Context: an optimization exercise on an open-source flow, tuned for small area. The choices shown serve that exercise and are no tape-out recipe. Where RTL was checked, it was by simulation tests only, not by an equivalence proof against the original. The flow treats the clock pin as an ideal source. Dropping or thinning the clock tree relies on that and would not hold on a real chip. Power is estimated from default activity; no workload was simulated.

## ParkingController
module ParkingController (
    input clk,
    input rst,
    input car_entered,
    input is_uni_car_entered,
    input car_exited,
    input is_uni_car_exited,
    output [9:0] uni_parked_cars,
    output [9:0] parked_cars,
    output [9:0] uni_vacated_space,
    output [9:0] vacated_space,
    output uni_is_vacated_space,
    output is_vacated_space
);
export LEC_CHECK = 0
export ABC_AREA = 1
export CAP_MARGIN = 20
export CORE_MARGIN = 2
export CORE_UTILIZATION = 40
export SLEW_MARGIN = 20
create_clock -name core_clock -period 35.0 [get_ports {clk}]
standard.sh (not shown) runs the stock make flow with config.mk's settings and CLKGATE_MAP_FILE= SYNTH_SCRIPT=/design/flow/synth_recipe.tcl, a recipe that flattens the netlist after the stock synthesis.
==> flow/flow/run.sh <==
#!/bin/bash
# Standard ORFS layout with these changes: synthesis maps the logic with an
# area-oriented ABC script (flow/area.abc, no full-adder extraction), the port
# buffers are buf_1 cells, and clock tree synthesis uses small buffers and no
# dummy loads.
set -euo pipefail
W=$PWD
bash standard.sh SYNTH_SCRIPT=$W/flow/synth_wrap.tcl ADDER_MAP_FILE= \
  "BUFFER_PORTS_ARGS=-buffer_cell sky130_fd_sc_hd__buf_1" \
  "CTS_ARGS=-sink_clustering_enable -repair_clock_nets -dont_use_dummy_load -buf_list sky130_fd_sc_hd__clkbuf_4 -sink_clustering_size 12 -sink_clustering_max_diameter 200" \
  finish > $W/standard.log 2>&1
==> flow/flow/area.abc <==
strash
dc2
&get -n
&deepsyn -T 15
&put
dch -f
amap
==> flow/flow/synth_wrap.tcl <==
# The standard flow's synthesis script, with ABC's mapping script replaced by flow/area.abc
set my_flow_dir [file dirname [file normalize [info script]]]
proc abc {args} {
  global my_flow_dir
  set i [lsearch -exact $args -script]
  if { $i >= 0 } { lset args [expr {$i + 1}] $my_flow_dir/area.abc }
  yosys abc {*}$args
}
source [file join $my_flow_dir .. synth_recipe.tcl]
==> next run, changes <==
--- a/flow/flow/run.sh
+++ b/flow/flow/run.sh
@@ -8,4 +8,4 @@
 bash standard.sh SYNTH_SCRIPT=$W/flow/synth_wrap.tcl ADDER_MAP_FILE= \
   "BUFFER_PORTS_ARGS=-buffer_cell sky130_fd_sc_hd__buf_1" \
-  "CTS_ARGS=-sink_clustering_enable -repair_clock_nets -dont_use_dummy_load -buf_list sky130_fd_sc_hd__clkbuf_4 -sink_clustering_size 12 -sink_clustering_max_diameter 200" \
+  "CTS_ARGS=-sink_clustering_enable -repair_clock_nets -dont_use_dummy_load -buf_list sky130_fd_sc_hd__clkbuf_16 -sink_clustering_size 40 -sink_clustering_max_diameter 500" \
   finish > $W/standard.log 2>&1
Outcome: The new run went through all stages and came out clean; final cell count does not change; maximum frequency grows by 0.58%; utilization grows by 1.6 points; power grows by 16%; clock-buffer cell count stays the same; wire length grows by 1.2%.
No functional check of the RTL was part of any run of this note.

========
Setup of red:
ParkingController, a different RTL version from the one above (not shown whole).
Size: ~310 cells after synthesis, about 35 flip-flops, about 0.0021 mm² of cells after synthesis.
==> flow/config.mk <==
export PLATFORM = sky130hd
export DESIGN_NAME = ParkingController
export DESIGN_NICKNAME = ParkingController
export VERILOG_FILES = /design/flow/design.v
export SDC_FILE = /design/flow/constraint.sdc
export NUM_CORES = 4
export LEC_CHECK = 0
export ABC_AREA = 1
export CAP_MARGIN = 20
export CORE_MARGIN = 2
export CORE_UTILIZATION = 40
export SLEW_MARGIN = 20
==> flow/constraint.sdc <==
create_clock -name core_clock -period 35.0 [get_ports {clk}]
set_input_delay 7.0000 -clock core_clock [delete_from_list [all_inputs] [get_ports {clk}]]
set_output_delay 7.0000 -clock core_clock [all_outputs]
set_load 0.01 [all_outputs]
==> flow/flow/run.sh <==
#!/bin/bash
# Standard ORFS layout with these changes: synthesis maps the logic with an
# set of area-oriented ABC scripts (flow/abc_*.abc, best one kept; no
# full-adder extraction), the port
# buffers are buf_1 cells, and clock tree synthesis uses small buffers and no
# dummy loads.
set -euo pipefail
W=$PWD
bash standard.sh SYNTH_SCRIPT=$W/flow/synth_wrap.tcl ADDER_MAP_FILE= \
  "BUFFER_PORTS_ARGS=-buffer_cell sky130_fd_sc_hd__buf_1" \
  "CTS_ARGS=-sink_clustering_enable -repair_clock_nets -dont_use_dummy_load -buf_list sky130_fd_sc_hd__clkbuf_4" \
  finish > $W/standard.log 2>&1
Other scripts of this flow, unchanged in this note and not shown: flow/flow/abc_dc1.abc, flow/flow/abc_dc2.abc, flow/flow/abc_dc3.abc, flow/flow/abc_dc4.abc, flow/flow/abc_dc5.abc, flow/flow/abc_dc6.abc, flow/flow/abc_rs1.abc, flow/flow/abc_rs2.abc, flow/flow/abc_rs3.abc, flow/flow/abc_s1.abc, flow/flow/abc_s2.abc, flow/flow/abc_s3.abc, flow/flow/abc_s4.abc, flow/flow/abc_s5.abc, flow/flow/abc_s6.abc, flow/flow/synth_wrap.tcl
red: all stages complete, timing, DRC and antenna checks passed
## Diff of input files: blue against red
Settings: PLACE_DENSITY: unset -> 0.8.
==> flow/flow/run.sh <==
#!/bin/bash
# Standard ORFS layout with these changes:
# - synthesis maps the logic with each of the area-oriented ABC scripts
#   flow/abc_*.abc and keeps the smallest result (no full-adder extraction);
# - the port buffers are buf_1 cells;
# - the constant outputs share the one tie cell synthesis gives them;
# - clock tree synthesis uses clkbuf_4 cells and no dummy loads, and the
#   tree's root buffer is removed (flow/post_cts.tcl).
set -euo pipefail
W=$PWD
bash standard.sh SYNTH_SCRIPT=$W/flow/synth_wrap.tcl ADDER_MAP_FILE= \
  "BUFFER_PORTS_ARGS=-buffer_cell sky130_fd_sc_hd__buf_1" SKIP_REPAIR_TIE_FANOUT=1 \
  POST_CTS_TCL=$W/flow/post_cts.tcl \
  "CTS_ARGS=-sink_clustering_enable -repair_clock_nets -dont_use_dummy_load -buf_list sky130_fd_sc_hd__clkbuf_4" \
  finish > $W/standard.log 2>&1
==> flow/flow/post_cts.tcl (new file) <==
set block [ord::get_db_block]
set root [$block findInst clkbuf_0_clk]
if { $root != "NULL" } {
  set in_net [[$root findITerm A] getNet]
  set out_net [[$root findITerm X] getNet]
  set loads {}
  foreach it [$out_net getITerms] {
    if { [$it getInst] != $root } { lappend loads $it }
  }
  if { [llength $loads] <= 4 && [llength [$out_net getBTerms]] == 0 } {
    foreach it $loads {
      $it disconnect
      $it connect $in_net
    }
    odb::dbInst_destroy $root
    odb::dbNet_destroy $out_net
    puts "post_cts: removed clock root buffer, clock port drives [llength $loads] buffers"
  }
}
estimate_parasitics -placement
==> comparison <==
Per the final summary, blue finished and its layout is clean on timing, DRC and antenna.
Worst hold slack delta (blue − red): favourable
Comparing red with blue, the final-layout non-clock buffer area share came out essentially unchanged.
Re final area: blue is 0.80% down on red.
Between red and blue, the post-detailed-routing wire length is higher for red.
Count of clock-buffer cells in the layout: blue lower than red
[compare] base=red new=blue: maximum resistive drop on vdd lost 1.6%, sequential share of power picked up an extra 1.4 points, global-route usage lost 1.6 points.
Changes in green relative to blue:
-- flow/flow/run.sh --
<<< blue, line 7
# - clock tree synthesis uses clkbuf_4 cells and no dummy loads, and the
#   tree's root buffer is removed (flow/post_cts.tcl).
>>> green, line 7
# - clock tree synthesis uses clkbuf_4 cells and no dummy loads.
<<< blue, line 13
  POST_CTS_TCL=$W/flow/post_cts.tcl \
>>> green, line 12
removed: flow/flow/post_cts.tcl
[summary]
From blue to green the numbers moved as follows: design internal power saw an increase; signed area change from the synthesized netlist to the final layout saw an increase. From green to blue, area after synthesis did not move at all. Going from blue to green, the fraction of met3 tracks used by global routing was found to have gone up by 0.59 points. Compared with blue, green shows a combinational share of power that is 1.2 points lower. Going from blue to green, the highest clock frequency the design can meet was found to have gone down by about 1.5%. Looking at wire length on met1, green sits 0.40% higher than blue does.
For orange, these inputs were changed with respect to green:
Settings: changing CORE_UTILIZATION from 40 to 70.
==> flow/flow/run.sh <==
#!/bin/bash
# Standard ORFS layout with these changes: synthesis maps the logic with an
# set of area-oriented ABC scripts (flow/abc_*.abc, best one kept; no
# full-adder extraction), the port
# buffers are buf_1 cells, and clock tree synthesis uses small buffers and no
# dummy loads.
set -euo pipefail
W=$PWD
bash standard.sh SYNTH_SCRIPT=$W/flow/synth_wrap.tcl ADDER_MAP_FILE= \
  "BUFFER_PORTS_ARGS=-buffer_cell sky130_fd_sc_hd__buf_1" \
  "CTS_ARGS=-sink_clustering_enable -repair_clock_nets -dont_use_dummy_load -buf_list sky130_fd_sc_hd__clkbuf_4" \
  finish > $W/standard.log 2>&1
### Flow results
Side by side, share of total power consumed by net switching turned out lower in orange than in green. Looking at green and orange, the worst max-slew margin expressed relative to the limit is a wash. Fmax: orange above green. Diff green and orange: static leakage higher in orange. Combinational share of power sits higher in orange than in green.

-- re-timing with driven ports --
The flow's constraints put no driver on any port. The routed layouts listed below were extracted and timed again, unchanged, in two steps.
Step 1 assumes that a clkbuf_16 drives the clock port and a buf_2 every other input.
Step 2 moves the port delays by t, midway between the first and last clock arrival at a register: inputs arrive t later, outputs are due t later. That takes back most of the time a late clock gives input paths.
a / b / c = no drivers / after step 1 / after step 2; a / b = the first two.
run | t (ns) | slack for setup (ns) | hold slack, ns | worst register clock-pin slew, ns | pins driven straight from the clock port
the first run of note 1 | 0.347 | 22.992 / 22.967 / 23.314 | 0.424 / 0.424 / 0.424 | 0.12 / 0.12 | 1
the second run of note 1 | 0.302 | 23.061 / 23.027 / 23.330 | 0.418 / 0.418 / 0.418 | 0.06 / 0.06 | 1
red | 0.363 | 22.658 / 22.631 / 22.994 | 0.377 / 0.377 / 0.377 | 0.12 / 0.12 | 1
blue | 0.199 | 22.771 / 22.729 / 22.927 | 0.380 / 0.380 / 0.380 | 0.11 / 0.11 | 4
green | 0.356 | 22.580 / 22.554 / 22.910 | 0.379 / 0.379 / 0.379 | 0.12 / 0.12 | 1
orange | 0.357 | 22.656 / 22.631 / 22.987 | 0.354 / 0.354 / 0.354 | 0.12 / 0.12 | 1
After both steps setup and hold are still met in every run listed.
